This is an optimization exercise on Yosys and OpenROAD, whose aim is small area, not a production implementation. RTL that was checked went through simulation tests only; none was proved equivalent to the original. No functional check of the RTL was part of runs 2 to 5. The clock port is modelled as an ideal driver; clocking choices that lean on that would not hold on a real chip. Power is estimated from default activity; no workload was simulated.

==> design/flow/design.v <==
`timescale 1ns/1ps
module synchro(
  input                clk,
  input                resetn,
  input  [width-1 : 0] data_in,
  output [width-1 : 0] data_out
);
  parameter width = 1;
  reg [width-1 : 0] reg_a_s;
  reg [width-1 : 0] reg_b_s;
  always @(posedge clk or negedge resetn) begin
    if (~resetn) begin
      reg_a_s <= 0;
      reg_b_s <= 0;
    end else begin
      reg_a_s <= data_in;
      reg_b_s <= reg_a_s;
    end
  end
  assign data_out = reg_b_s;
endmodule  
`timescale 1ns/1ps
module debouncer(
  input        clk,
  input        up,        
  input        dis,       
  input  [4:0] tgt,       
  input        tgt_ok,    
  input        data_in,   
  output       data_out   
);
  reg [12:0] lo;
  reg [4:0]  hi;
  reg        fil;
  wire fil_v = fil & up;                            
  wire d     = data_in ^ fil_v;
  wire adv   = ~dis & d;                            
  wire hold  = dis & up;
  wire step  = adv & up;
  wire lz    = ~|lo[11:0];
  wire wrap  = lo[12] & lz;                         
  wire lfb   = lo[12] ^ lo[3] ^ lo[2] ^ lo[0] ^ lz;
  wire hz    = ~|hi[3:0];
  wire hfb   = hi[4] ^ hi[2] ^ hz;
  wire hadv  = step & wrap;
  wire hhold = hold | (step & ~wrap);
  wire match = tgt_ok & (hi == tgt);
  wire [12:0] lo_n = ({13{hold}} & lo) | ({12'h000, adv} & {12'h000, lfb | ~up})
                   | ({13{step}} & {lo[11:0], 1'b0});
  wire [4:0]  hi_n = ({5{hhold}} & hi) | ({5{hadv}} & {hi[3:0], hfb});
  always @(posedge clk) begin
    lo  <= lo_n;
    hi  <= hi_n;
    fil <= up & (fil ^ (adv & match));
  end
  assign data_out = dis ? data_in : fil_v;
endmodule  
`timescale 1ns/1ps
module int_ctrl(
  input        clk,
  input        res_n,
  input        up,              
  input  [7:0] switch,          
  input  [4:0] button,          
  output [7:0] int_switch_sts,  
  input  [7:0] int_switch_ena,  
  input  [7:0] int_switch_clr,  
  output [4:0] int_button_sts,  
  input  [4:0] int_button_ena,  
  input  [4:0] int_button_clr,  
  input  [4:0] button_posedge,  
  input  [4:0] button_negedge,  
  input        invoke_int,      
  output       interrupt
);
  reg [7:0] sw_sts;
  reg [4:0] bt_sts;
  reg       irq;
  reg [7:0] sw_prev;
  reg [4:0] bt_prev;
  wire [7:0] sw_chg = switch ^ sw_prev;
  wire [4:0] bt_chg = button ^ bt_prev;
  wire [4:0] bt_hit = bt_chg & ((button & button_posedge) | (~button & button_negedge));
  wire [7:0] sw_nxt = int_switch_ena & ({8{invoke_int}} | sw_chg | (sw_sts & ~int_switch_clr));
  wire [4:0] bt_nxt = int_button_ena & ({5{invoke_int}} | bt_hit | (bt_sts & (bt_chg | ~int_button_clr)));
  always @(posedge clk or negedge res_n) begin
    if (~res_n)
      irq <= 1'b0;
    else
      irq <= up & |{sw_sts, bt_sts};
  end
  always @(posedge clk) begin
    sw_sts <= sw_nxt;
    bt_sts <= bt_nxt;
  end
  always @(posedge clk) begin
    sw_prev <= switch;
    bt_prev <= button;
  end
  assign interrupt      = irq;
  assign int_switch_sts = sw_sts;
  assign int_button_sts = bt_sts;
endmodule  
`timescale 1ns/1ps
module axi_lite(
  input         ACLK,
  input         ARESETn,
  input         AWVALID,
  output        AWREADY,
  input  [31:0] AWADDR,
  input  [2 :0] AWPROT,
  input         WVALID,
  output        WREADY,
  input  [31:0] WDATA,
  input  [3 :0] WSTRB,
  output        BVALID,
  input         BREADY,
  output [1 :0] BRESP,
  input         ARVALID,
  output        ARREADY,
  input  [31:0] ARADDR,
  input  [2 :0] ARPROT,
  output        RVALID,
  input         RREADY,
  output [31:0] RDATA,
  output [1 :0] RRESP,
  output [7:0] led,
  input  [7:0] switch,
  input  [4:0] button,
  input  [7:0] int_switch_sts,
  output [7:0] int_switch_ena,
  output [7:0] int_switch_clr,
  input  [4:0] int_button_sts,
  output [4:0] int_button_ena,
  output [4:0] int_button_clr,
  output [4:0] button_posedge,
  output [4:0] button_negedge,
  output [7:0] deb_switch_dis,  
  output [4:0] deb_button_dis,
  output [4:0] deb_time,
  output       invoke_int_test
);
  localparam [31:0] ID = 32'h7e8155aa;
  reg ar, rv, aw, bv;
  reg [7:0] led_s;
  reg [7:0] sw_ena;
  reg [4:0] bt_ena;
  reg [4:0] bt_pos;
  reg [4:0] bt_neg;
  reg [7:0] deb_sw_dis;   
  reg [4:0] deb_bt_dis;
  reg [4:0] deb_t;
  reg [12:0] rdat;
  reg        rid;    
  reg        rdec;   
  reg        bdec;   
  reg [7:0]  sw_clr;
  reg [4:0]  bt_clr;
  reg        inv;
  wire [3:0] wa = AWADDR[5:2];
  wire [3:0] ra = ARADDR[5:2];
  wire s0 = WSTRB[0];
  wire s1 = WSTRB[1];
  wire w0 = s0 & WDATA[0];
  always @(posedge ACLK or negedge ARESETn) begin
    if (~ARESETn) begin
      ar         <= 1'b0;
      rv         <= 1'b0;
      aw         <= 1'b0;
      bv         <= 1'b0;
      led_s      <= 8'h00;
      sw_ena     <= 8'h00;
      bt_ena     <= 5'h00;
      bt_pos     <= 5'h00;
      bt_neg     <= 5'h00;
      deb_sw_dis <= 8'h00;
      deb_bt_dis <= 5'h00;
      deb_t      <= 5'h00;
    end else begin
      ar <= (~ar & ~rv) | (ar & ~ARVALID);
      rv <= (ar & ARVALID) | (rv & ~RREADY);
      aw <= ~aw & ~bv & AWVALID & WVALID;
      bv <= aw | (bv & ~BREADY);
      if (aw) begin
        case (wa)
          4'd0: if (s0) led_s <= WDATA[7:0];
          4'd3: begin
            if (s0) sw_ena <= sw_ena | WDATA[7:0];
            if (s1) bt_ena <= bt_ena | WDATA[12:8];
          end
          4'd4: begin
            if (s0) sw_ena <= sw_ena & ~WDATA[7:0];
            if (s1) bt_ena <= bt_ena & ~WDATA[12:8];
          end
          4'd5: begin
            if (s0) bt_pos <= WDATA[4:0];
            if (s1) bt_neg <= WDATA[12:8];
          end
          4'd6: if (w0) begin
            sw_ena <= 8'hff;
            bt_ena <= 5'h1f;
            bt_pos <= 5'h1f;
            bt_neg <= 5'h1f;
          end
          4'd7: if (w0) begin
            sw_ena <= 8'h00;
            bt_ena <= 5'h00;
          end
          4'd8: begin
            if (s0) deb_sw_dis <= ~WDATA[7:0];
            if (s1) deb_bt_dis <= ~WDATA[12:8];
          end
          4'd9: if (s0) deb_t <= WDATA[4:0];
          default: ;
        endcase
      end
    end
  end
  reg [12:0] rmux;
  always @(*) begin
    case (ra)
      4'd0:    rmux = {5'h00, led_s};
      4'd1:    rmux = {button, switch};
      4'd2:    rmux = {int_button_sts, int_switch_sts};
      4'd3:    rmux = {bt_ena, sw_ena};
      4'd4:    rmux = {bt_ena, sw_ena};
      4'd5:    rmux = {bt_neg, 3'b000, bt_pos};
      4'd8:    rmux = ~{deb_bt_dis, deb_sw_dis};
      4'd9:    rmux = {8'h00, deb_t};
      4'd10:   rmux = ID[12:0];
      default: rmux = 13'h0000;
    endcase
  end
  always @(posedge ACLK) begin
    sw_clr <= {8{aw & (wa == 4'd2) & s0}} & WDATA[7:0];
    bt_clr <= {5{aw & (wa == 4'd2) & s1}} & WDATA[12:8];
    inv    <= aw & (wa == 4'd11) & w0;
    bdec   <= (aw & wa[3] & wa[2]) | (bv & bdec);
    rid    <= (ar & (ra == 4'd10)) | (rv & rid);
    rdec   <= (ar & ra[3] & ra[2]) | (rv & rdec);
    rdat   <= ({13{ar}} & rmux) | ({13{rv}} & rdat);
  end
  assign ARREADY = ar;
  assign RVALID  = rv;
  assign RDATA   = {ID[31:13] & {19{rid}}, rdat};
  assign RRESP   = {rdec, rdec};
  assign AWREADY = aw;
  assign WREADY  = aw;
  assign BVALID  = bv;
  assign BRESP   = {bdec, bdec};
  assign led             = led_s;
  assign int_switch_ena  = sw_ena;
  assign int_button_ena  = bt_ena;
  assign int_switch_clr  = sw_clr;
  assign int_button_clr  = bt_clr;
  assign button_posedge  = bt_pos;
  assign button_negedge  = bt_neg;
  assign deb_switch_dis  = deb_sw_dis;
  assign deb_button_dis  = deb_bt_dis;
  assign deb_time        = deb_t;
  assign invoke_int_test = inv;
endmodule  
 `timescale 1ns/1ps
module axi_gpio_top(  
  input ACLK,
  input ARESETn,
  input        AWVALID,
  output       AWREADY,
  input [31:0] AWADDR,
  input [2 :0] AWPROT,
  input        WVALID,
  output       WREADY,
  input [31:0] WDATA,
  input [3 :0] WSTRB,  
  output       BVALID,
  input        BREADY,
  output[1 :0] BRESP,
  input        ARVALID,
  output       ARREADY,
  input [31:0] ARADDR,
  input [2 :0] ARPROT,
  output       RVALID,
  input        RREADY,
  output[31:0] RDATA,
  output[1 :0] RRESP,
  output [7:0] led,      
  input  [7:0] switch,   
  input  [4:0] button,    
  output interrupt
);
  wire [7:0] int_switch_sts;
  wire [7:0] int_switch_ena;
  wire [7:0] int_switch_clr;
  wire [4:0] int_button_sts;
  wire [4:0] int_button_ena;
  wire [4:0] int_button_clr;
  wire [4:0] button_posedge;
  wire [4:0] button_negedge;
  wire [7:0] deb_switch_dis;
  wire [4:0] deb_button_dis;
  wire [7:0] switch_synch;
  wire [4:0] button_synch;
  wire [7:0] switch_deb;
  wire [4:0] button_deb;  
  wire [4:0] deb_time;
  wire       invoke_int;
  reg [4:0] deb_tgt;
  always @(*) begin
    case (deb_time)
      5'd0: deb_tgt = 5'd1;
      5'd1: deb_tgt = 5'd2;
      5'd2: deb_tgt = 5'd4;
      5'd3: deb_tgt = 5'd9;
      5'd4: deb_tgt = 5'd18;
      5'd5: deb_tgt = 5'd5;
      5'd6: deb_tgt = 5'd11;
      5'd7: deb_tgt = 5'd22;
      5'd8: deb_tgt = 5'd12;
      5'd9: deb_tgt = 5'd25;
      5'd10: deb_tgt = 5'd19;
      5'd11: deb_tgt = 5'd7;
      5'd12: deb_tgt = 5'd15;
      5'd13: deb_tgt = 5'd31;
      5'd14: deb_tgt = 5'd30;
      5'd15: deb_tgt = 5'd28;
      5'd16: deb_tgt = 5'd24;
      5'd17: deb_tgt = 5'd17;
      5'd18: deb_tgt = 5'd3;
      5'd19: deb_tgt = 5'd6;
      5'd20: deb_tgt = 5'd13;
      5'd21: deb_tgt = 5'd27;
      5'd22: deb_tgt = 5'd23;
      5'd23: deb_tgt = 5'd14;
      5'd24: deb_tgt = 5'd29;
      5'd25: deb_tgt = 5'd26;
      5'd26: deb_tgt = 5'd21;
      5'd27: deb_tgt = 5'd10;
      5'd28: deb_tgt = 5'd20;
      5'd29: deb_tgt = 5'd8;
      5'd30: deb_tgt = 5'd16;
      default: deb_tgt = 5'd0;
    endcase
  end
  wire       deb_tgt_ok = ~&deb_time;
  reg up_s;
  always @(posedge ACLK or negedge ARESETn)
    if (~ARESETn) up_s <= 1'b0;
    else          up_s <= 1'b1;
  synchro#(8) 
  synchro_switch(  
    .clk     (ACLK),
    .resetn  (ARESETn),
    .data_in (switch),
    .data_out(switch_synch)
  );
  synchro#(5) 
  synchro_button(  
    .clk     (ACLK),
    .resetn  (ARESETn),
    .data_in (button),
    .data_out(button_synch)
  ); 
 genvar i;
 generate
    for (i=0; i<=7; i=i+1) begin : switch_debouncers 
    debouncer i_debouncer(  
     .clk(ACLK), 
     .up(up_s),
     .dis(deb_switch_dis[i]),
     .tgt(deb_tgt),
     .tgt_ok(deb_tgt_ok),
     .data_in(switch_synch[i]), 
     .data_out(switch_deb[i])      
 );
 end 
 endgenerate
 genvar j;
 generate
    for (j=0; j<=4; j=j+1) begin : buttton_debouncers
    debouncer j_debouncer(  
     .clk(ACLK), 
     .up(up_s),
     .dis(deb_button_dis[j]),
     .tgt(deb_tgt),
     .tgt_ok(deb_tgt_ok),
     .data_in(button_synch[j]), 
     .data_out(button_deb[j])      
 );
 end 
 endgenerate
 int_ctrl i_int_ctrl(  
   .clk(ACLK),
   .res_n(ARESETn),
   .up(up_s),
   .switch(switch_deb),          
   .button(button_deb),          
   .int_switch_sts(int_switch_sts),
   .int_switch_ena(int_switch_ena), 
   .int_switch_clr(int_switch_clr),
   .int_button_sts(int_button_sts),
   .int_button_ena(int_button_ena),
   .int_button_clr(int_button_clr),
   .button_posedge(button_posedge),
   .button_negedge(button_negedge), 
   .invoke_int(invoke_int),
   .interrupt(interrupt)
);
 axi_lite i_axi_lite(  
   .ACLK(ACLK),
   .ARESETn(ARESETn),
   .AWVALID(AWVALID),
   .AWREADY(AWREADY),
   .AWADDR(AWADDR),
   .AWPROT(AWPROT),
   .WVALID(WVALID),
   .WREADY(WREADY),
   .WDATA(WDATA),
   .WSTRB(WSTRB),  
   .BVALID(BVALID),
   .BREADY(BREADY),
   .BRESP(BRESP),
   .ARVALID(ARVALID),
   .ARREADY(ARREADY),
   .ARADDR(ARADDR),
   .ARPROT(ARPROT),
   .RVALID(RVALID),
   .RREADY(RREADY),
   .RDATA(RDATA),
   .RRESP(RRESP),
   .led(led),            
   .switch(switch_deb),         
   .button(button_deb),         
   .int_switch_sts(int_switch_sts), 
   .int_switch_ena(int_switch_ena), 
   .int_switch_clr(int_switch_clr), 
   .int_button_sts(int_button_sts), 
   .int_button_ena(int_button_ena),
   .int_button_clr(int_button_clr),
   .button_posedge(button_posedge),
   .button_negedge(button_negedge), 
   .deb_switch_dis(deb_switch_dis),
   .deb_button_dis(deb_button_dis),
   .deb_time(deb_time),
   .invoke_int_test(invoke_int)
);  
endmodule  
==> design/flow/flow/run.sh <==
#!/bin/bash
# Own layout flow: the standard flow (standard.sh), with these changes:
#  - synthesis maps the logic with an area-oriented ABC script (abc_area.script
#    here) instead of ORFS's; everything else in the synthesis is unchanged,
#    so the registers are the standard synthesis's;
#  - no half/full adder extraction before mapping;
#  - port buffering uses sky130_fd_sc_hd__buf_1 cells;
#  - CTS without dummy loads;
#  - after CTS, cells off the critical paths are sized down (post_cts.tcl).
# Each tool's full output stays in orfs/logs/; make's output goes to make.log.
set -euo pipefail
W=$(pwd)
cat > "$W/own_synth.tcl" <<EOT
proc abc {args} {
  set i [lsearch -exact \$args -script]
  if {\$i >= 0} { lset args [expr {\$i + 1}] {$W/flow/abc_area.script} }
  yosys abc {*}\$args
}
# ORFS's half/full adder extraction only hurts the area here
proc extract_fa {args} {}
source {$W/synth_recipe.tcl}
EOT
EXTRA="'BUFFER_PORTS_ARGS=-buffer_cell sky130_fd_sc_hd__buf_1'"
EXTRA+=" 'CTS_ARGS=-sink_clustering_enable -repair_clock_nets -buf_list sky130_fd_sc_hd__clkbuf_8 -sink_clustering_size 18 -sink_clustering_max_diameter 70 -dont_use_dummy_load'"
EXTRA+=" 'POST_CTS_TCL=$W/flow/post_cts.tcl'"
sed -e "s#SYNTH_SCRIPT=[^ ']*#SYNTH_SCRIPT=$W/own_synth.tcl#" \
    -e "s#CLKGATE_MAP_FILE= #CLKGATE_MAP_FILE= $EXTRA #" \
    standard.sh > own_standard.sh
grep -q own_synth.tcl own_standard.sh
grep -q POST_CTS_TCL own_standard.sh
bash own_standard.sh > make.log 2>&1
==> design/flow/flow/abc_area.script <==
strash
dch
amap
strash
&get -n
&dch
&nf -a -R 1000
&put
==> design/flow/flow/post_cts.tcl <==
# size down cells on paths with slack to spare, then re-legalise
log_cmd repair_timing -recover_power 100 -setup_margin 0 -hold_margin 0 -verbose
detailed_placement
check_placement -verbose
==> design/flow/standard.sh <==
#!/bin/bash
# synth_recipe.tcl (not shown) runs the flow's synth.tcl, then flattens the netlist and writes it again
# the make line also repeats each setting of config.mk as NAME=value (left out here)
make -C /OpenROAD-flow-scripts/flow DESIGN_CONFIG=/design/flow/config.mk WORK_HOME=/design/flow/orfs CLKGATE_MAP_FILE= SYNTH_SCRIPT=/design/flow/synth_recipe.tcl "${@:-finish}"
==> design/flow/config.mk <==
export PLATFORM = sky130hd
export DESIGN_NAME = axi_gpio_top
export DESIGN_NICKNAME = axi_gpio_top
export VERILOG_FILES = /design/flow/design.v
export SDC_FILE = /design/flow/constraint.sdc
export NUM_CORES = 4
export LEC_CHECK = 0
export ABC_AREA = 1
export CAP_MARGIN = 10
export CORE_MARGIN = 2
export CORE_UTILIZATION = 40
export SLEW_MARGIN = 10
==> design/flow/constraint.sdc <==
create_clock -name core_clock -period 10.0 [get_ports {ACLK}]
set_input_delay 2.0000 -clock core_clock [delete_from_list [all_inputs] [get_ports {ACLK}]]
set_output_delay 2.0000 -clock core_clock [all_outputs]
set_load 0.01 [all_outputs]
==> reports/qor.csv, run 1 <==
metric,value,unit
status,finished clean,
clock sink count,384,
FMAX,246,MHz
Synth Instances,1448,
Reg area,8090,sq um
Hold WC Path Type,reg -> reg,
Worst Skew,0.0414,ns
endpoints failing hold,0,
crit path launch type,input pin,
fin area,16600,sq um
sequential-to-total area share from yosys stat,53.0,%
Layout area overhead,8.73,%
routed wire length,36200,um
DRC,0,
P_int,2.18,mW
final setup fails,0,
Worst Setup Path Type,in -> reg,
Vias/cell,5.47,
vias in the first global route,10655,
ys flop type,dfxtp_1,
r2r setup slk,6.03,ns
CP max FO,10,
GRT overflow,0,
hold_sp,synchro_switch.reg_a_s[7],
PortBufs,82,
number of synthesized flops with an enable pin,0,
CTS clock-pin slew for the worst setup and hold paths,0.09,ns
combinational fraction of design power,20.6,%
fin crit period,4.07,ns
overall routing resource usage,18.4,%
Leak,6.45,nW
worst slew pin tran,1.21,ns
syn avg cell area,10.5,sq um
post-route ant nets,0,
DP Wirelength,24200,um
Die Span Y,199,um
Yosys reg bits,384,
die area,39800,sq um
total area of multi-input combinational cells,6960,sq um
Routed WL per cell,17.5,um
Rows,71,
initial DRC count,648,
Worst EP arrival,4.53,ns
"Clk Latency, worst-skew pair",0.61,ns
Reg-to-Reg Start,i_axi_lite.deb_t[0],
final slew viol count,0,
largest net degree at the start of global routing,69,
crit share post-route,40.7,%
Worst R2R Path Depth,11,
initial antenna violation count,2,
setup TNS,0,ns
Clk pwr share,23.2,%
Slew headroom,19.3,%
placed cell area,16200,sq um
# IOs,176,
GPL Wtd Cong,0.839,
first-pass GRT wire length,58200,um
first drt pass iteration count,5,
# fillers,3673,
initial core utilization,40.5,%
Synth Cell Area,15300,sq um
Peak supply drop,112,uV
WHS Endpoint,synchro_switch.reg_b_s[7],
Max Cap Violations,0,
NetSw,0.978,mW
Final nets,1685,
Finished Layout Cells,2069,
CTS tree,done,
sequential power share,56.2,%
post-synthesis async set-or-reset flop share,21.1,%
Die W,199,um
total power,3.16,mW
via count,11314,
CP endpoint kind,register,
Reg-to-Reg End,switch_debouncers[7].i_debouncer.fil,
placed insts,2038,
"Distinct cells, synth",44,
share of cells above drive strength 1,2.83,%
area of the core,37700,sq um
unrepaired setup endpoints after global routing,false,
Synth Warn #,6,
worst hold stages,0,
switching share of total power,31.0,%
Power Density,190,nW/um^2
"Req. time, crit path",10.46,ns
==> logic make-up (layout without fill, tap and decap cells) <==
logic type	after synthesis	count (layout)	share of synthesized area [%]
AO/OA/AOI/OAI	444	444	22.4
other	2	12	0.0492
XOR/XNOR	157	157	9.01
buffers and inverters	50	150	1.82
multiplexers	11	11	0.811
flip-flops	384	384	53.0
AND/OR/NAND/NOR	400	400	12.9
==> worst max-delay path, cell delays in order <==
cell	delay, ns
clkbuf_1	0.18
or2_0	0.51
nor2_1	0.47
a31oi_1	0.14
o21ai_0	0.87
nor2_1	0.11
o22a_1	0.23
==> per-layer routing <==
layer	global-route usage (%)	vias up	part of all wire (%)	wire length, um
met5	0	-	0.028	10
met4	5.05	2	2.0	729
met3	2.80	41	4.2	1510
met2	29.0	210	45	16200
met1	26.1	5495	49	17800
li1	-	5566	-	-
==> layout make-up <==
cell class              instances  share of cell area, %
repair buffers                 95                   2.48
diodes                          1                 0.0151
inverters                      26                  0.588
flip-flops and latches        384                   48.7
clock buffers                  29                   2.40
multi-input cells            1023                   41.9
well taps                     511                   3.85
==> how the worst max path moves through the flow <==
| stage | from | end | slack, ns | cells past startpoint |
|---|---|---|---|---|
| after floorplan | AWADDR[3] | i_axi_lite.sw_ena[0] | 6.26 | 6 |
| after global placement | AWADDR[3] | i_axi_lite.sw_ena[3] | 5.48 | 7 |
| after detailed placement | AWADDR[3] | i_axi_lite.sw_ena[1] | 5.37 | 7 |
| after global routing | i_axi_lite.deb_t[0] | switch_debouncers[7].i_debouncer.fil | 5.73 | 11 |
| final | AWADDR[3] | i_axi_lite.sw_ena[2] | 5.93 | 7 |
==> metrics by stage <==
| stage | utilization (%) | hold slack (ns) | setup slack (ns) |
|---|---|---|---|
| 6_report | 44.1 | 0.314 | 5.93 |
| 5_1_grt | 44.1 | 0.330 | 5.73 |
| 3_5_place_dp | 43.0 | 0.336 | 5.37 |
| 3_3_place_gp | 43.0 | 0.334 | 5.48 |
| 2_1_floorplan | - | 0.331 | 6.26 |
==> power by group through the flow <==
stage	sequential [mW]	combinational (mW)	clock (mW)
final	1.77	0.651	0.733
after global routing	1.79	0.727	0.819
after detailed placement	1.81	0.657	0
after global placement	1.80	0.647	0
after floorplan	1.78	0.463	0
==> synthesized netlist by cell type (all sizes together) (11+ instances only) <==
library cell | instances | area (sq um)
a21oi | 41 | 205
a22o | 247 | 2160
a21o | 15 | 113
a221oi | 12 | 105
xnor2 | 96 | 841
nor3 | 25 | 125
dfxtp | 303 | 6070
nand2 | 93 | 349
and3 | 28 | 175
mux2 | 11 | 124
buf | 24 | 180
nor4 | 47 | 294
dfrtp | 81 | 2030
nor2 | 96 | 360
xor2 | 61 | 534
clkinv | 26 | 97.6
and2 | 54 | 338
o21ai | 64 | 320
nand3 | 26 | 130
a31oi | 13 | 81.3
==> registers in the layout (all words and copies together) (netlist names), 8 cells and up <==
register	flops
buttton_debouncers.j_debouncer.hi	25
i_axi_lite.deb_sw_dis	8
i_axi_lite.sw_ena	8
i_axi_lite.led_s	8
switch_debouncers.i_debouncer.lo	104
switch_debouncers.i_debouncer.fil	8
synchro_switch.reg_b_s	8
i_int_ctrl.sw_sts	8
synchro_switch.reg_a_s	8
buttton_debouncers.j_debouncer.lo	65
i_int_ctrl.sw_prev	8
i_axi_lite.sw_clr	8
i_axi_lite.rdat	13
switch_debouncers.i_debouncer.hi	40
==> layout by cell type (no fill, tap or decap), types with 5 or more instances in the layout <==
cell type | synthesis | layout
o31a_1 | 5 | 5
a21o_1 | 15 | 15
xnor2_1 | 96 | 96
a22o_1 | 247 | 247
a21oi_1 | 41 | 41
nand2_1 | 93 | 93
o22a_1 | 10 | 10
nand2b_1 | 10 | 10
nor4_1 | 47 | 46
and2_0 | 54 | 54
a31oi_1 | 13 | 12
buf_4 | 24 | 7
nor2_1 | 96 | 96
clkbuf_1 | 0 | 7
nor3_1 | 25 | 25
a221oi_1 | 12 | 12
xor2_1 | 61 | 61
a22oi_1 | 7 | 7
nand3_1 | 26 | 26
o21ai_0 | 64 | 63
nor2b_1 | 8 | 8
dfrtp_1 | 81 | 81
and3_1 | 28 | 28
conb_1 | 2 | 11
dfxtp_1 | 303 | 303
clkbuf_8 | 0 | 29
buf_1 | 0 | 78
nand4_1 | 8 | 8
o211ai_1 | 5 | 5
clkinv_1 | 26 | 26
mux2_1 | 11 | 11
==> run 2, diff against run 1 <==
--- a/design/flow/design.v
+++ b/design/flow/design.v
@@ -35,7 +35,7 @@
   wire fil_v = fil & up;                            
   wire d     = data_in ^ fil_v;
   wire adv   = ~dis & d;                            
-  wire hold  = dis & up;
+  wire hold  = dis;                                 
   wire step  = adv & up;
   wire lz    = ~|lo[11:0];
   wire wrap  = lo[12] & lz;                         
@@ -162,6 +162,9 @@
   wire s0 = WSTRB[0];
   wire s1 = WSTRB[1];
   wire w0 = s0 & WDATA[0];
+  wire [12:0] wmask = {{5{s1}} & WDATA[12:8], {8{s0}} & WDATA[7:0]};
+  wire [12:0] ena_set = {13{aw & (wa == 4'd3)}} & wmask | {13{aw & (wa == 4'd6) & w0}};
+  wire [12:0] ena_clr = {13{aw & (wa == 4'd4)}} & wmask | {13{aw & (wa == 4'd7) & w0}};
   always @(posedge ACLK or negedge ARESETn) begin
     if (~ARESETn) begin
       ar         <= 1'b0;
@@ -181,31 +184,19 @@
       rv <= (ar & ARVALID) | (rv & ~RREADY);
       aw <= ~aw & ~bv & AWVALID & WVALID;
       bv <= aw | (bv & ~BREADY);
+      sw_ena <= (sw_ena & ~ena_clr[7:0]) | ena_set[7:0];
+      bt_ena <= (bt_ena & ~ena_clr[12:8]) | ena_set[12:8];
       if (aw) begin
         case (wa)
           4'd0: if (s0) led_s <= WDATA[7:0];
-          4'd3: begin
-            if (s0) sw_ena <= sw_ena | WDATA[7:0];
-            if (s1) bt_ena <= bt_ena | WDATA[12:8];
-          end
-          4'd4: begin
-            if (s0) sw_ena <= sw_ena & ~WDATA[7:0];
-            if (s1) bt_ena <= bt_ena & ~WDATA[12:8];
-          end
           4'd5: begin
             if (s0) bt_pos <= WDATA[4:0];
             if (s1) bt_neg <= WDATA[12:8];
           end
           4'd6: if (w0) begin
-            sw_ena <= 8'hff;
-            bt_ena <= 5'h1f;
             bt_pos <= 5'h1f;
             bt_neg <= 5'h1f;
           end
-          4'd7: if (w0) begin
-            sw_ena <= 8'h00;
-            bt_ena <= 5'h00;
-          end
           4'd8: begin
             if (s0) deb_sw_dis <= ~WDATA[7:0];
             if (s1) deb_bt_dis <= ~WDATA[12:8];
@@ -216,21 +207,15 @@
       end
     end
   end
-  reg [12:0] rmux;
-  always @(*) begin
-    case (ra)
-      4'd0:    rmux = {5'h00, led_s};
-      4'd1:    rmux = {button, switch};
-      4'd2:    rmux = {int_button_sts, int_switch_sts};
-      4'd3:    rmux = {bt_ena, sw_ena};
-      4'd4:    rmux = {bt_ena, sw_ena};
-      4'd5:    rmux = {bt_neg, 3'b000, bt_pos};
-      4'd8:    rmux = ~{deb_bt_dis, deb_sw_dis};
-      4'd9:    rmux = {8'h00, deb_t};
-      4'd10:   rmux = ID[12:0];
-      default: rmux = 13'h0000;
-    endcase
-  end
+  wire [12:0] rmux =
+      ({13{ra == 4'd0}}  & {5'h00, led_s})
+    | ({13{ra == 4'd1}}  & {button, switch})
+    | ({13{ra == 4'd2}}  & {int_button_sts, int_switch_sts})
+    | ({13{ra == 4'd3 || ra == 4'd4}} & {bt_ena, sw_ena})
+    | ({13{ra == 4'd5}}  & {bt_neg, 3'b000, bt_pos})
+    | ({13{ra == 4'd8}}  & ~{deb_bt_dis, deb_sw_dis})
+    | ({13{ra == 4'd9}}  & {8'h00, deb_t})
+    | ({13{ra == 4'd10}} & ID[12:0]);
   always @(posedge ACLK) begin
     sw_clr <= {8{aw & (wa == 4'd2) & s0}} & WDATA[7:0];
     bt_clr <= {5{aw & (wa == 4'd2) & s1}} & WDATA[12:8];
==> design/flow/flow/run.sh (replaced) <==
#!/bin/bash
# Own layout flow: the standard flow (standard.sh), with these changes:
#  - synthesis maps the logic with an area-oriented ABC script (abc_area.script
#    here) instead of ORFS's, and skips ORFS's half/full adder extraction;
#    everything else in the synthesis is unchanged, so the registers are the
#    standard synthesis's;
#  - port buffering uses sky130_fd_sc_hd__buf_1 cells;
#  - CTS clusters at most 18 flip-flops per sky130_fd_sc_hd__clkbuf_8, with no
#    dummy loads;
#  - after CTS, cells off the critical paths are sized down (post_cts.tcl).
# Each tool's full output stays in orfs/logs/; make's output goes to make.log.
set -euo pipefail
W=$(pwd)
cat > "$W/own_synth.tcl" <<EOT
proc abc {args} {
  set i [lsearch -exact \$args -script]
  if {\$i >= 0} { lset args [expr {\$i + 1}] {$W/flow/abc_area.script} }
  yosys abc {*}\$args
}
# ORFS's half/full adder extraction only hurts the area here
proc extract_fa {args} {}
source {$W/synth_recipe.tcl}
EOT
EXTRA="'BUFFER_PORTS_ARGS=-buffer_cell sky130_fd_sc_hd__buf_1'"
EXTRA+=" 'CTS_ARGS=-sink_clustering_enable -repair_clock_nets -buf_list sky130_fd_sc_hd__clkbuf_8 -sink_clustering_size 16 -sink_clustering_max_diameter 50 -dont_use_dummy_load'"
EXTRA+=" 'POST_CTS_TCL=$W/flow/post_cts.tcl'"
sed -e "s#SYNTH_SCRIPT=[^ ']*#SYNTH_SCRIPT=$W/own_synth.tcl#" \
    -e "s#CLKGATE_MAP_FILE= #CLKGATE_MAP_FILE= $EXTRA #" \
    standard.sh > own_standard.sh
grep -q own_synth.tcl own_standard.sh
grep -q POST_CTS_TCL own_standard.sh
bash own_standard.sh > make.log 2>&1
==> design/flow/flow/abc_area.script (replaced) <==
strash
dch
amap
strash
&get -n
&dch
&nf -a -R 1000
&put
strash
dch
amap
strash
&get -n
&dch
&nf -a -R 1000
&put
==> run 2 against run 1 <==
Critical path depth down 3. Power up 1.0%. Setup slack better by 0.24 ns. Routed wire length down 1.7%. Sequential share of layout area up 0.21 points. Die area down 1.2%. First-iteration DRC count up 22%. Synthesized area down 1.2%.
==> reports/qor.csv, run 2 <==
metric,value,unit,change
"Clk Latency, worst-skew pair",0.56,ns,was 0.61 ns
WL met3,1950,um,was 1510 um
clock sink count,384,,unchanged
Worst Skew,0.0436,ns,was 0.0414 ns
fin crit period,3.83,ns,was 4.07 ns
Largest Register,switch_debouncers.i_debouncer.lo,,unchanged
DRC,0,,unchanged
FMAX,261,MHz,was 246 MHz
first-pass GRT wire length,57000,um,was 58200 um
Hold WC Path Type,reg -> reg,,unchanged
"Req. time, crit path",10.41,ns,was 10.46 ns
setup TNS,0,ns,unchanged
Synth Cell Area,15100,sq um,was 15300 sq um
GPL Wtd Cong,0.818,,was 0.839
top sig layer,met4,,was met5
worst hold stages,0,,unchanged
Die W,198,um,was 199 um
number of synthesized flops with an enable pin,0,,unchanged
CTS clock-pin slew for the worst setup and hold paths,0.09,ns,about the same
sequential-to-total area share from yosys stat,53.7,%,was 53.0%
WHS,0.327,ns,was 0.314 ns
Synth Instances,1429,,was 1448
Worst Setup Path Type,in -> reg,,unchanged
largest net degree at the start of global routing,62,,was 69
Vias/cell,5.50,,was 5.47
final core occ,44.2,%,was 44.1%
fin area,16500,sq um,was 16600 sq um
top-count cell post-synth,dfxtp_1,,unchanged
PortBufs,82,,unchanged
leading area contributor after synthesis,dfxtp_1,,unchanged
CP max FO,23,,was 10
# IOs,176,,unchanged
worst slew pin tran,1.12,ns,was 1.21 ns
crit share post-route,38.3,%,was 40.7%
Yosys top cell area share,40.2,%,was 39.7%
Die Span Y,198,um,was 199 um
"Distinct cells, synth",43,,was 44
Max Cap Violations,0,,unchanged
initial DRC count,788,,was 648
initial core utilization,40.3,%,was 40.5%
Peak supply drop,159,uV,was 112 uV
post-synthesis async set-or-reset flop share,21.1,%,unchanged
final setup fails,0,,unchanged
ys flop type,dfxtp_1,,unchanged
Yosys reg bits,384,,unchanged
met2 WL post-DR,15600,um,was 16200 um
Final nets,1674,,was 1685
die area,39300,sq um,was 39800 sq um
status,finished clean,,unchanged
"most common cell after layout, fill and taps aside",dfxtp_1,,unchanged
Slew headroom,25.4,%,was 19.3%
syn avg cell area,10.6,sq um,was 10.5 sq um
r2r setup slk,6.61,ns,was 6.03 ns
GRT overflow,0,,unchanged
endpoints failing hold,0,,unchanged
placed cell area,16000,sq um,was 16200 sq um
Rows,71,,unchanged
Synth top cells by count,"dfxtp_1, a22o_1, nand2_1",,"was dfxtp_1, a22o_1, nor2_1, xnor2_1, nand2_1"
via count,11324,,was 11314
CP endpoint kind,register,,unchanged
wl on met1,17300,um,was 17800 um
"top cells by area, synth","dfxtp_1, a22o_1, dfrtp_1, xnor2_1, xor2_1",,unchanged
Leak,6.61,nW,was 6.45 nW
routed wire length,35600,um,was 36200 um
Routed WL per cell,17.3,um,was 17.5 um
Regs by FF count,"switch_debouncers.i_debouncer.lo (104), buttton_debouncers.j_debouncer.lo (65), switch_debouncers.i_debouncer.hi (40)",,unchanged
Worst R2R Path Depth,7,,was 11
CTS tree,done,,unchanged
initial antenna violation count,1,,was 2
DP Wirelength,23300,um,was 24200 um
Power Density,193,nW/um^2,was 190 nW/um^2
placed insts,2019,,was 2038
vias in the first global route,10623,,was 10655
area of the core,37400,sq um,was 37700 sq um
crit path launch type,input pin,,unchanged
share of cells above drive strength 1,3.56,%,was 2.83%
"commonest cells after routing, fill and taps aside","dfxtp_1, a22o_1, nand2_1",,"was dfxtp_1, a22o_1, nor2_1, xnor2_1, nand2_1"
post-route ant nets,0,,unchanged
overall routing resource usage,18.1,%,was 18.4%
first drt pass iteration count,5,,unchanged
unrepaired setup endpoints after global routing,false,,unchanged
Largest register FFs,104,,unchanged
Layout area overhead,9.61,%,was 8.73%
Synth Warn #,6,,unchanged
Worst EP arrival,4.24,ns,was 4.53 ns
final slew viol count,0,,unchanged
Finished Layout Cells,2058,,was 2069
## run 2: cell types whose count changed in the layout (fill, tap and decap cells not counted), sizes merged, moves of 11 or more
cell / change
and2: -34
nand2: +53
nor2: -12
xnor2: -25
a21oi: -14
nand3: +24
o21ai: -15
clkinv: -11
## run 2: worst paths after layout
path / start / endpoint
setup / recovery: WSTRB[0] / i_axi_lite.led_s[4]
hold / removal: synchro_switch.reg_a_s[2] / synchro_switch.reg_b_s[2]
setup reg to reg: up_s / switch_debouncers[3].i_debouncer.hi[4]
hold reg to reg: synchro_switch.reg_a_s[2] / synchro_switch.reg_b_s[2]
max in group asynchronous: ARESETn / synchro_switch.reg_b_s[0]
min in group asynchronous: ARESETn / synchro_switch.reg_b_s[2]
## run 2: critical path, stage by stage
cell and delay (ns):
buf_1 0.08, clkbuf_1 0.83, nand3_1 0.79, mux2_1 0.53
## run 2: layout make-up
type,count,area [sq um]
fill,3622,20900
sequential,384,8090
multi-input combinational,1015,6820
tap,511,639
clock buffer,37,509
timing repair buffer,95,409
inverter,15,56.3
antenna,1,2.50
## run 2: cells by family (layout without fill, tap and decap cells)
family	after synthesis	after routing	share of synthesized area, %
buf+inv	39	147	1.57
xor+xnor	142	142	8.25
other cells	2	12	0.0498
flops	384	384	53.7
compound gates	418	418	22.0
simple gates	432	432	13.6
mux	12	12	0.896
## run 2: where the power goes
part           switching, mW  internal (mW)
Sequential             0.151           1.64
Combinational          0.327          0.249
Clock                  0.492          0.332
## run 2: through the flow
step	power (mW)	setup WS, ns
2_1_floorplan	2.20	6.39
3_3_place_gp	2.39	6.03
5_1_grt	3.37	6.06
3_5_place_dp	2.40	6.02
6_report	3.19	6.17
## run 2: routing by layer
metal,up-vias,global-route usage (%)
met4,0,4.98
met5,-,0
met3,47,2.88
li1,5529,-
met1,5491,26.2
met2,257,28.0
==> run 3, diff against run 2 <==
--- a/design/flow/flow/run.sh
+++ b/design/flow/flow/run.sh
@@ -22,7 +22,7 @@
 source {$W/synth_recipe.tcl}
 EOT
 EXTRA="'BUFFER_PORTS_ARGS=-buffer_cell sky130_fd_sc_hd__buf_1'"
-EXTRA+=" 'CTS_ARGS=-sink_clustering_enable -repair_clock_nets -buf_list sky130_fd_sc_hd__clkbuf_8 -sink_clustering_size 16 -sink_clustering_max_diameter 50 -dont_use_dummy_load'"
+EXTRA+=" 'CTS_ARGS=-sink_clustering_enable -repair_clock_nets -buf_list sky130_fd_sc_hd__clkbuf_8 -sink_clustering_size 15 -sink_clustering_max_diameter 60 -dont_use_dummy_load'"
 EXTRA+=" 'POST_CTS_TCL=$W/flow/post_cts.tcl'"
 sed -e "s#SYNTH_SCRIPT=[^ ']*#SYNTH_SCRIPT=$W/own_synth.tcl#" \
     -e "s#CLKGATE_MAP_FILE= #CLKGATE_MAP_FILE= $EXTRA #" \
--- a/design/flow/config.mk
+++ b/design/flow/config.mk
@@ -8,5 +8,5 @@
 export ABC_AREA = 1
 export CAP_MARGIN = 10
 export CORE_MARGIN = 2
-export CORE_UTILIZATION = 40
+export CORE_UTILIZATION = 60
 export SLEW_MARGIN = 10
==> run 3 against run 2 <==
Still clean on timing, DRC and antenna. Clock skew is 0.0044 ns lower. Sequential cell count is the same. Hold slack improved by 0.011 ns. Cell count decreased by 9.0%. Clock-buffer cell count is 3 lower. Power is 1.4% lower. Die area is 33% lower. Routed wire length decreased by 3.2%. Maximum frequency rose by 5.9%. Clock power is 5.5% lower. First-iteration DRC count up 15%.
==> reports/qor.csv, run 3 <==
metric,value,unit,change
Buf/Inv on CP,2,,unchanged
"Distinct cells, synth",43,,unchanged
worst slew pin tran,1.20,ns,was 1.12 ns
sequential-to-total area share from yosys stat,53.7,%,unchanged
Max Cap Violations,0,,unchanged
Finished Layout Cells,1873,,was 2058
CP max FO,10,,was 23
CP startpoint,i_axi_lite.deb_t[0],,was WSTRB[0]
"Largest stage delay, worst path",0.73,ns,was 0.83 ns
Die Span Y,163,um,was 198 um
post-route ant nets,0,,unchanged
"Largest delay share family, worst path",compound AO/OA/AOI/OAI gates,,was buffers and inverters
routed wire length,34400,um,was 35600 um
Worst R2R Path Depth,13,,was 7
hold_sp,synchro_button.reg_a_s[1],,was synchro_switch.reg_a_s[2]
Worst EP arrival,4.06,ns,was 4.24 ns
Yosys reg bits,384,,unchanged
ys flop type,dfxtp_1,,unchanged
Vias/cell,6.06,,was 5.50
# diodes,0,,was 1
number of synthesized flops with an enable pin,0,,unchanged
placed insts,1838,,was 2019
fin crit period,3.62,ns,was 3.83 ns
worst hold stages,0,,unchanged
Peak supply drop,169,uV,was 159 uV
top-count cell post-synth,dfxtp_1,,unchanged
Yosys top cell area share,40.2,%,unchanged
overall routing resource usage,25.7,%,was 18.1%
clock sink count,384,,unchanged
vias in the first global route,10368,,was 10623
syn avg cell area,10.6,sq um,unchanged
DP Wirelength,22200,um,was 23300 um
total power,3.15,mW,was 3.19 mW
CTS tree,done,,unchanged
Worst path slowest cell,a31oi_2,,was clkbuf_1
Rows,58,,was 71
# IOs,176,,unchanged
via count,11357,,was 11324
"Req. time, crit path",10.44,ns,was 10.41 ns
initial core utilization,60.4,%,was 40.3%
Layout area overhead,7.82,%,was 9.61%
Reg-to-Reg End,switch_debouncers[1].i_debouncer.fil,,was switch_debouncers[3].i_debouncer.hi[4]
Regs by FF count,"switch_debouncers.i_debouncer.lo (104), buttton_debouncers.j_debouncer.lo (65), switch_debouncers.i_debouncer.hi (40)",,unchanged
Synth Instances,1429,,unchanged
post-synthesis async set-or-reset flop share,21.1,%,unchanged
GRT overflow,0,,unchanged
r2r setup slk,6.38,ns,was 6.61 ns
share of cells above drive strength 1,3.37,%,was 3.56%
"Clk Latency, worst-skew pair",0.55,ns,was 0.56 ns
"commonest cells after routing, fill and taps aside","dfxtp_1, a22o_1, nand2_1",,unchanged
crit path launch type,register,,was input pin
final setup fails,0,,unchanged
"most common cell after layout, fill and taps aside",dfxtp_1,,unchanged
crit share post-route,36.2,%,was 38.3%
Final nets,1671,,was 1674
Power Density,193,nW/um^2,about the same
endpoints failing hold,0,,unchanged
unrepaired setup endpoints after global routing,false,,unchanged
WHS Endpoint,synchro_button.reg_b_s[1],,was synchro_switch.reg_b_s[2]
Largest Register,switch_debouncers.i_debouncer.lo,,unchanged
setup TNS,0,ns,unchanged
crit-path most repeated cell,nand2_1,,
CP endpoint kind,register,,unchanged
Worst Setup Path Type,reg -> reg,,was in -> reg
"top cells by area, synth","dfxtp_1, a22o_1, dfrtp_1, xnor2_1, xor2_1",,unchanged
Reg-to-Reg Start,i_axi_lite.deb_t[0],,was up_s
first drt pass iteration count,7,,was 5
final slew viol count,0,,unchanged
die area,26400,sq um,was 39300 sq um
first-pass GRT wire length,54600,um,was 57000 um
area of the core,25000,sq um,was 37400 sq um
FMAX,276,MHz,was 261 MHz
GPL Wtd Cong,0.872,,was 0.818
Hold WC Path Type,reg -> reg,,unchanged
initial antenna violation count,0,,was 1
initial DRC count,904,,was 788
largest net degree at the start of global routing,64,,was 62
DRC,0,,unchanged
CTS clock-pin slew for the worst setup and hold paths,0.09,ns,about the same
status,finished clean,,unchanged
Leak,6.59,nW,was 6.61 nW
Synth Warn #,6,,unchanged
Synth top cells by count,"dfxtp_1, a22o_1, nand2_1",,unchanged
Worst Skew,0.0392,ns,was 0.0436 ns
Largest register FFs,104,,unchanged
Synth Cell Area,15100,sq um,unchanged
Routed WL per cell,18.4,um,was 17.3 um
crit path cell chain,clkinv_1 -> nand2_1 -> nand2b_1 -> a21oi_1 -> a311oi_1 -> a31oi_2 -> clkbuf_1 -> xor2_1 -> o21ai_0 -> nor4_1 -> nand2_1 -> nand2_1 -> nor2_1,,was buf_1 -> clkbuf_1 -> nand3_1 -> mux2_1
leading area contributor after synthesis,dfxtp_1,,unchanged
Die W,163,um,was 198 um
Slew headroom,19.6,%,was 25.4%
PortBufs,82,,unchanged
run 3: area by class of cell:
type | count | area [sq um]
Tap cell | 330 | 413
Sequential cell | 384 | 8090
Inverter | 15 | 56.3
Clock buffer | 34 | 468
Fill cell | 2084 | 8700
Multi-Input combinational cell | 1015 | 6810
Timing Repair Buffer | 95 | 419
run 3: metal layers:
metal  vias up  GRT usage [%]  wire (um)
met2       342           39.8      15200
met4         0           6.56        612
met3        50           4.07       2160
li1       5532              -          -
met5         -              0          0
met1      5433           37.7      16400
run 3: how the worst max path moves through the flow:
stage                                      endpoint  slack, ns  cells after the start
6_report       switch_debouncers[1].i_debouncer.fil       6.38                     13
2_1_floorplan                    i_axi_lite.rdat[2]       6.39                      7
3_5_place_dp                     i_axi_lite.rdat[2]       6.01                     10
3_3_place_gp                     i_axi_lite.rdat[3]       6.05                      7
5_1_grt        switch_debouncers[7].i_debouncer.fil       6.15                     12
run 3: kinds of logic after synthesis:
| logic type | count (synthesis) | synth area share, % |
|---|---|---|
| and+or+nand+nor | 432 | 13.6 |
| AOI/OAI and AO/OA | 418 | 22.0 |
| DFF | 384 | 53.7 |
| xor gates and xnor gates | 142 | 8.25 |
| buffers and inverters | 39 | 1.57 |
| muxes | 12 | 0.896 |
| other | 2 | 0.0498 |
run 3: metrics by stage:
stage / instance area (sq um) / utilization, % / setup slack [ns] / hold WS, ns
floorplan: 15100 / - / 6.39 / 0.331
global placement: 15800 / 63.2 / 6.05 / 0.333
detailed placement: 15800 / 63.2 / 6.01 / 0.335
global route: 16300 / 65.1 / 6.15 / 0.342
finish: 16300 / 65.1 / 6.38 / 0.337
run 3: power breakdown:
part / leakage, nW / internal [mW] / switching (mW)
Sequential: 3.47 / 1.64 / 0.148
Clock: 0.244 / 0.306 / 0.472
Combinational: 2.88 / 0.249 / 0.331
Total: 6.59 / 2.19 / 0.951
==> run 4, diff against run 3 <==
--- a/design/flow/flow/run.sh
+++ b/design/flow/flow/run.sh
@@ -22,7 +22,7 @@
 source {$W/synth_recipe.tcl}
 EOT
 EXTRA="'BUFFER_PORTS_ARGS=-buffer_cell sky130_fd_sc_hd__buf_1'"
-EXTRA+=" 'CTS_ARGS=-sink_clustering_enable -repair_clock_nets -buf_list sky130_fd_sc_hd__clkbuf_8 -sink_clustering_size 15 -sink_clustering_max_diameter 60 -dont_use_dummy_load'"
+EXTRA+=" 'CTS_ARGS=-sink_clustering_enable -repair_clock_nets -buf_list sky130_fd_sc_hd__clkbuf_8 -sink_clustering_size 17 -sink_clustering_max_diameter 55 -dont_use_dummy_load'"
 EXTRA+=" 'POST_CTS_TCL=$W/flow/post_cts.tcl'"
 sed -e "s#SYNTH_SCRIPT=[^ ']*#SYNTH_SCRIPT=$W/own_synth.tcl#" \
     -e "s#CLKGATE_MAP_FILE= #CLKGATE_MAP_FILE= $EXTRA #" \
==> run 4 against run 3 <==
Still clean on timing, DRC and antenna. Combinational power about the same. Clock power up 0.9%. Sequential cell count unchanged. Maximum frequency up 0.76%. Critical path type unchanged.
==> reports/qor.csv, run 4 <==
metric,value,unit,change
sequential power share,56.7,%,was 56.8%
P_int,2.20,mW,was 2.19 mW
"Clk Latency, worst-skew pair",0.55,ns,about the same
crit-path most repeated cell,nand2_1,,unchanged
worst hold stages,0,,unchanged
status,finished clean,,unchanged
Worst Skew,0.0376,ns,was 0.0392 ns
post-route ant nets,0,,unchanged
largest net degree at the start of global routing,64,,unchanged
"Largest stage delay, worst path",0.73,ns,about the same
crit share post-route,35.9,%,was 36.2%
crit path launch type,register,,unchanged
switching share of total power,30.1,%,was 30.2%
CTS clock-pin slew for the worst setup and hold paths,0.10,ns,was 0.09 ns
area of the core,25000,sq um,unchanged
first-pass GRT wire length,54200,um,was 54600 um
initial antenna violation count,0,,unchanged
Reg-to-Reg Start,i_axi_lite.deb_t[0],,unchanged
Reg-to-Reg End,switch_debouncers[1].i_debouncer.fil,,unchanged
Regs by FF count,"switch_debouncers.i_debouncer.lo (104), buttton_debouncers.j_debouncer.lo (65), switch_debouncers.i_debouncer.hi (40)",,unchanged
Layout area overhead,7.91,%,was 7.82%
# diodes,0,,unchanged
share of cells above drive strength 1,3.43,%,was 3.37%
die area,26400,sq um,unchanged
Worst Setup Path Type,reg -> reg,,unchanged
Routed WL per cell,18.3,um,was 18.4 um
syn avg cell area,10.6,sq um,unchanged
Peak supply drop,135,uV,was 169 uV
CP endpoint kind,register,,unchanged
Buf/Inv on CP,2,,unchanged
final setup fails,0,,unchanged
Worst R2R Path Depth,13,,unchanged
CTS tree,done,,unchanged
GRT overflow,0,,unchanged
hold_sp,synchro_button.reg_a_s[1],,unchanged
"commonest cells after routing, fill and taps aside","dfxtp_1, a22o_1, nand2_1",,unchanged
"Distinct cells, synth",43,,unchanged
vias in the first global route,10280,,was 10368
routed wire length,34200,um,was 34400 um
overall routing resource usage,25.5,%,was 25.7%
WHS,0.330,ns,was 0.337 ns
post-synthesis async set-or-reset flop share,21.1,%,unchanged
first drt pass iteration count,5,,was 7
CP max FO,10,,unchanged
Clk pwr share,24.9,%,was 24.7%
setup TNS,0,ns,unchanged
Yosys top cell area share,40.2,%,unchanged
DRC,0,,unchanged
ys flop type,dfxtp_1,,unchanged
initial core utilization,60.4,%,unchanged
"Largest delay share family, worst path",compound AO/OA/AOI/OAI gates,,unchanged
Die Span Y,163,um,unchanged
WHS Endpoint,synchro_button.reg_b_s[1],,unchanged
Worst EP arrival,4.04,ns,was 4.06 ns
"Req. time, crit path",10.45,ns,was 10.44 ns
endpoints failing hold,0,,unchanged
worst slew pin tran,1.16,ns,was 1.20 ns
fin crit period,3.59,ns,was 3.62 ns
FMAX,278,MHz,was 276 MHz
Die W,163,um,unchanged
"most common cell after layout, fill and taps aside",dfxtp_1,,unchanged
Max Cap Violations,0,,unchanged
Leak,6.60,nW,was 6.59 nW
Worst path slowest cell,a31oi_2,,unchanged
NetSw,0.950,mW,was 0.951 mW
Synth top cells by count,"dfxtp_1, a22o_1, nand2_1",,unchanged
total power,3.15,mW,about the same
Synth Cell Area,15100,sq um,unchanged
top-count cell post-synth,dfxtp_1,,unchanged
number of synthesized flops with an enable pin,0,,unchanged
Rows,58,,unchanged
Largest Register,switch_debouncers.i_debouncer.lo,,unchanged
via count,11375,,was 11357
crit path cell chain,clkinv_1 -> nand2_1 -> nand2b_1 -> a21oi_1 -> a311oi_1 -> a31oi_2 -> clkbuf_1 -> xor2_1 -> o21ai_0 -> nor4_1 -> nand2_1 -> nand2_1 -> nor2_1,,unchanged
"top cells by area, synth","dfxtp_1, a22o_1, dfrtp_1, xnor2_1, xor2_1",,unchanged
Largest register FFs,104,,unchanged
DP Wirelength,22200,um,unchanged
Synth Warn #,6,,unchanged
# IOs,176,,unchanged
Hold WC Path Type,reg -> reg,,unchanged
r2r setup slk,6.41,ns,was 6.38 ns
final slew viol count,0,,unchanged
Synth Instances,1429,,unchanged
unrepaired setup endpoints after global routing,false,,unchanged
leading area contributor after synthesis,dfxtp_1,,unchanged
Final nets,1672,,was 1671
sequential-to-total area share from yosys stat,53.7,%,unchanged
clock sink count,384,,unchanged
PortBufs,82,,unchanged
Yosys reg bits,384,,unchanged
GPL Wtd Cong,0.872,,unchanged
Vias/cell,6.07,,was 6.06
combinational fraction of design power,18.4,%,about the same
initial DRC count,1087,,was 904
Slew headroom,22.2,%,was 19.6%
Power Density,194,nW/um^2,was 193 nW/um^2
[run 4: cell types whose count changed in the layout (fill, tap and decap cells not counted), sizes merged]
cell	before	now
clkbuf	41	42
[run 4: layer usage]
metal / GRT usage, % / up-vias / part of all wire, %
met1: 37.6 / 5446 / 48
met3: 3.87 / 58 / 6.0
met5: 0 / - / 0
met4: 6.76 / 0 / 2.0
li1: - / 5532 / -
met2: 39.3 / 339 / 44
[run 4: worst max path at each step]
stage	start	end	slack, ns	cells after the start
after floorplan	ARADDR[5]	i_axi_lite.rdat[2]	6.39	7
after global placement	ARADDR[2]	i_axi_lite.rdat[3]	6.05	7
after detailed placement	ARADDR[5]	i_axi_lite.rdat[2]	6.01	10
after global routing	i_axi_lite.deb_t[0]	switch_debouncers[7].i_debouncer.fil	6.13	12
final	i_axi_lite.deb_t[0]	switch_debouncers[1].i_debouncer.fil	6.41	13
[run 4: worst reg2reg max path: stages (launching register included)]
cell and delay (ns):
dfrtp_1 0.56, clkinv_1 0.22, nand2_1 0.13, nand2b_1 0.11, a21oi_1 0.13, a311oi_1 0.07, a31oi_2 0.73, clkbuf_1 0.68
xor2_1 0.19, o21ai_0 0.10, nor4_1 0.36, nand2_1 0.09, nand2_1 0.07, nor2_1 0.05
[run 4: cells by family (layout without fill, tap and decap cells)]
kind of cell	Yosys count	in the layout	share of synthesized area [%]
simple gates	432	432	13.6
xor+xnor	142	142	8.25
other cells	2	11	0.0498
flops	384	384	53.7
buf+inv	39	145	1.57
mux	12	12	0.896
compound gates	418	418	22.0
[run 4: layout make-up]
class,count,area (sq um)
inverter,15,56.3
clock buffer,35,482
tap,330,413
fill,2078,8690
timing repair buffer,95,419
sequential,384,8090
multi-input combinational,1015,6810
[run 4: stage by stage]
step,util (%),std cells,area (sq um),setup slack (ns)
6_report,65.2,1874,16300,6.41
5_1_grt,65.2,1874,16300,6.13
3_5_place_dp,63.2,1838,15800,6.01
3_3_place_gp,63.2,1838,15800,6.05
2_1_floorplan,-,1438,15100,6.39
[run 4: power groups by stage]
stage / registers [mW] / clock network (mW) / logic [mW]
floorplan: 1.78 / 0 / 0.422
global route: 1.81 / 0.865 / 0.643
global placement: 1.82 / 0 / 0.566
finish: 1.79 / 0.785 / 0.580
detailed placement: 1.82 / 0 / 0.576
==> run 5, diff against run 4 <==
--- a/design/flow/flow/run.sh
+++ b/design/flow/flow/run.sh
@@ -22,7 +22,7 @@
 source {$W/synth_recipe.tcl}
 EOT
 EXTRA="'BUFFER_PORTS_ARGS=-buffer_cell sky130_fd_sc_hd__buf_1'"
-EXTRA+=" 'CTS_ARGS=-sink_clustering_enable -repair_clock_nets -buf_list sky130_fd_sc_hd__clkbuf_8 -sink_clustering_size 17 -sink_clustering_max_diameter 55 -dont_use_dummy_load'"
+EXTRA+=" 'CTS_ARGS=-sink_clustering_enable -repair_clock_nets -buf_list sky130_fd_sc_hd__clkbuf_16 -sink_clustering_size 28 -sink_clustering_max_diameter 45 -dont_use_dummy_load'"
 EXTRA+=" 'POST_CTS_TCL=$W/flow/post_cts.tcl'"
 sed -e "s#SYNTH_SCRIPT=[^ ']*#SYNTH_SCRIPT=$W/own_synth.tcl#" \
     -e "s#CLKGATE_MAP_FILE= #CLKGATE_MAP_FILE= $EXTRA #" \
==> run 5 against run 4 <==
Still clean. Register-to-register slack worse by 0.07 ns. Maximum frequency shrank 1.9%. Power up 15%. Design area grew 3.3%. Sequential cell count stayed put. Clock-buffer cell count grew 6. Critical endpoint unchanged. Largest power group unchanged.
==> reports/qor.csv, run 5 <==
metric,value,unit,change
FMAX,273,MHz,was 278 MHz
Setup WS pre-CTS,6.01,ns,unchanged
DP Wirelength,22200,um,unchanged
fin area,16800,sq um,was 16300 sq um
Synth Instances,1429,,unchanged
ys flop type,dfxtp_1,,unchanged
final core occ,67.4,%,was 65.2%
# fillers,2002,,was 2078
GRT overflow,0,,unchanged
DRC,0,,unchanged
Yosys reg bits,384,,unchanged
endpoints failing hold,0,,unchanged
Worst EP arrival,4.06,ns,was 4.04 ns
final setup fails,0,,unchanged
CP endpoint kind,register,,unchanged
"Largest delay share family, worst path",compound AO/OA/AOI/OAI gates,,unchanged
Largest register FFs,104,,unchanged
Worst Skew,0.0508,ns,was 0.0376 ns
Layout area overhead,11.5,%,was 7.91%
first-pass GRT wire length,54900,um,was 54200 um
crit path launch type,register,,unchanged
setup TNS,0,ns,unchanged
"Distinct cells, synth",43,,unchanged
"top cells by area, synth","dfxtp_1, a22o_1, dfrtp_1, xnor2_1, xor2_1",,unchanged
Power Density,216,nW/um^2,was 194 nW/um^2
PortBufs,82,,unchanged
Worst path slowest cell,a31oi_2,,unchanged
Slew headroom,18.0,%,was 22.2%
Synth Warn #,6,,unchanged
status,finished clean,,unchanged
combinational fraction of design power,16.1,%,was 18.4%
Synth Cell Area,15100,sq um,unchanged
via count,11407,,was 11375
post-route ant nets,0,,unchanged
Routed WL per cell,18.5,um,was 18.3 um
Vias/cell,6.07,,about the same
syn avg cell area,10.6,sq um,unchanged
CTS clock-pin slew for the worst setup and hold paths,0.06,ns,was 0.10 ns
overall routing resource usage,25.9,%,was 25.5%
# diodes,0,,unchanged
"Req. time, crit path",10.39,ns,was 10.45 ns
Clk pwr share,34.6,%,was 24.9%
die area,26400,sq um,unchanged
routed wire length,34700,um,was 34200 um
share of cells above drive strength 1,3.81,%,was 3.43%
largest net degree at the start of global routing,64,,unchanged
Yosys top cell area share,40.2,%,unchanged
clock sink count,384,,unchanged
Die W,163,um,unchanged
sequential-to-total area share from yosys stat,53.7,%,unchanged
NetSw,1.02,mW,was 0.950 mW
Max Cap Violations,0,,unchanged
initial DRC count,1133,,was 1087
Final nets,1678,,was 1672
final slew viol count,0,,unchanged
Die Span Y,163,um,unchanged
placed cell area,15800,sq um,unchanged
PnR worst setup slack,6.34,ns,was 6.41 ns
switching share of total power,28.1,%,was 30.1%
Largest Register,switch_debouncers.i_debouncer.lo,,unchanged
Synth top cells by count,"dfxtp_1, a22o_1, nand2_1",,unchanged
CP max FO,10,,unchanged
Buf/Inv on CP,2,,unchanged
crit-path most repeated cell,nand2_1,,unchanged
sequential power share,49.4,%,was 56.7%
Peak supply drop,184,uV,was 135 uV
Hold WC Path Type,reg -> reg,,unchanged
worst slew pin tran,1.22,ns,was 1.16 ns
crit path cell chain,clkinv_1 -> nand2_1 -> nand2b_1 -> a21oi_1 -> a311oi_1 -> a31oi_2 -> clkbuf_1 -> xor2_1 -> o21ai_0 -> nor4_1 -> nand2_1 -> nand2_1 -> nor2_1,,unchanged
GPL Wtd Cong,0.872,,unchanged
initial antenna violation count,0,,unchanged
area of the core,25000,sq um,unchanged
crit share post-route,36.6,%,was 35.9%
Reg area,8090,sq um,unchanged
fin crit period,3.66,ns,was 3.59 ns
"Largest stage delay, worst path",0.76,ns,was 0.73 ns
# IOs,176,,unchanged
number of synthesized flops with an enable pin,0,,unchanged
Worst Setup Path Type,reg -> reg,,unchanged
total power,3.63,mW,was 3.15 mW
initial core utilization,60.4,%,unchanged
CTS tree,done,,unchanged
total area of multi-input combinational cells,6810,sq um,unchanged
top-count cell post-synth,dfxtp_1,,unchanged
unrepaired setup endpoints after global routing,false,,unchanged
post-synthesis async set-or-reset flop share,21.1,%,unchanged
"commonest cells after routing, fill and taps aside","dfxtp_1, a22o_1, nand2_1",,unchanged
"Clk Latency, worst-skew pair",0.54,ns,was 0.55 ns
Rows,58,,unchanged
"most common cell after layout, fill and taps aside",dfxtp_1,,unchanged
Regs by FF count,"switch_debouncers.i_debouncer.lo (104), buttton_debouncers.j_debouncer.lo (65), switch_debouncers.i_debouncer.hi (40)",,unchanged
first drt pass iteration count,6,,was 5
vias in the first global route,10430,,was 10280
P_int,2.61,mW,was 2.20 mW
Leak,6.85,nW,was 6.60 nW
leading area contributor after synthesis,dfxtp_1,,unchanged
run 5: final timing paths:
check,from,to,slack (ns),cells past startpoint
worst max-delay path,i_axi_lite.deb_t[0],switch_debouncers[1].i_debouncer.fil,6.34,13
worst min-delay path,synchro_button.reg_a_s[1],synchro_button.reg_b_s[1],0.33,0
worst max register to register,i_axi_lite.deb_t[0],switch_debouncers[1].i_debouncer.fil,6.34,13
worst min register to register,synchro_button.reg_a_s[1],synchro_button.reg_b_s[1],0.33,0
max in group asynchronous,ARESETn,i_axi_lite.deb_sw_dis[6],7.08,3
min in group asynchronous,ARESETn,synchro_switch.reg_a_s[0],1.66,1
run 5: power by group through the flow:
stage               clock (mW)  combinational [mW]  sequential, mW
floorplan                    0               0.422            1.78
global placement             0               0.566            1.82
detailed placement           0               0.576            1.82
global route              1.34               0.645            1.81
finish                    1.25               0.583            1.79
run 5: final cells by class:
class                   count  share of cell area, %
clock buffers              41                   6.10
flip-flops and latches    384                   48.1
multi-input cells        1015                   40.5
repair buffers             95                   2.49
inverters                  15                  0.335
well taps                 330                   2.45
run 5: logic make-up (layout without fill, tap and decap cells):
group	count (synthesis)	count (layout)	synth area share, %
muxes	12	12	0.896
DFF	384	384	53.7
buffers and inverters	39	151	1.57
and+or+nand+nor	432	432	13.6
AOI/OAI and AO/OA	418	418	22.0
xor gates and xnor gates	142	142	8.25
other	2	11	0.0498
run 5: metal layers:
layer  vias to the layer above  global-route usage, %  routed length [um]
li1                       5557                      -                   -
met1                      5427                   37.5               16000
met2                       359                   40.3               15400
met3                        64                   4.18                2470
met4                         0                   7.88                 799
met5                         -                      0                   0
run 5: worst register-to-register path: stages, from the launching register on:
cell	delay, ns
dfrtp_1	0.57
clkinv_1	0.24
nand2_1	0.13
nand2b_1	0.11
a21oi_1	0.13
a311oi_1	0.07
a31oi_2	0.76
clkbuf_1	0.67
xor2_1	0.19
o21ai_0	0.10
nor4_1	0.36
nand2_1	0.09
nand2_1	0.07
nor2_1	0.05
run 5: per-stage QoR:
stage / hold slack (ns) / cells
2_1_floorplan: 0.331 / 1438
3_3_place_gp: 0.333 / 1838
3_5_place_dp: 0.335 / 1838
5_1_grt: 0.322 / 1880
6_report: 0.330 / 1880

==> static timing again, ports no longer ideal <==
How much do the figures lean on ideal ports? The routed layouts below were timed once more, with nothing changed but the port constraints. Step 1 assumes that a clkbuf_16 drives the clock port and a buf_2 every other input. Step 2, shift: input delay + t, output delay - t, t = (earliest + latest rising clock arrival at the registers) / 2. This alone moves slack from input paths to output paths. Three values: ideal ports, drivers, drivers and shift; two values: the first two.
run	t (ns)	slack for setup (ns)	hold WS [ns]	latest minus earliest clock arrival (ns)	worst slew at a driven data input, ns
run 1	0.647	5.929 / 5.935 / 5.288	0.314 / 0.314 / 0.314	0.057 / 0.057	0.08
run 2	0.585	6.170 / 6.189 / 5.604	0.327 / 0.327 / 0.327	0.048 / 0.048	0.09
run 3	0.575	6.381 / 6.338 / 5.922	0.337 / 0.337 / 0.337	0.041 / 0.042	0.07
run 4	0.573	6.409 / 6.372 / 5.906	0.330 / 0.330 / 0.330	0.042 / 0.041	0.07
run 5	0.559	6.339 / 6.339 / 5.915	0.330 / 0.330 / 0.330	0.051 / 0.051	0.07
After both steps setup and hold are still met in every run listed. For run 1, which loses most, drivers alone change the setup slack by +0.006 ns; drivers and shift together by -0.641 ns.
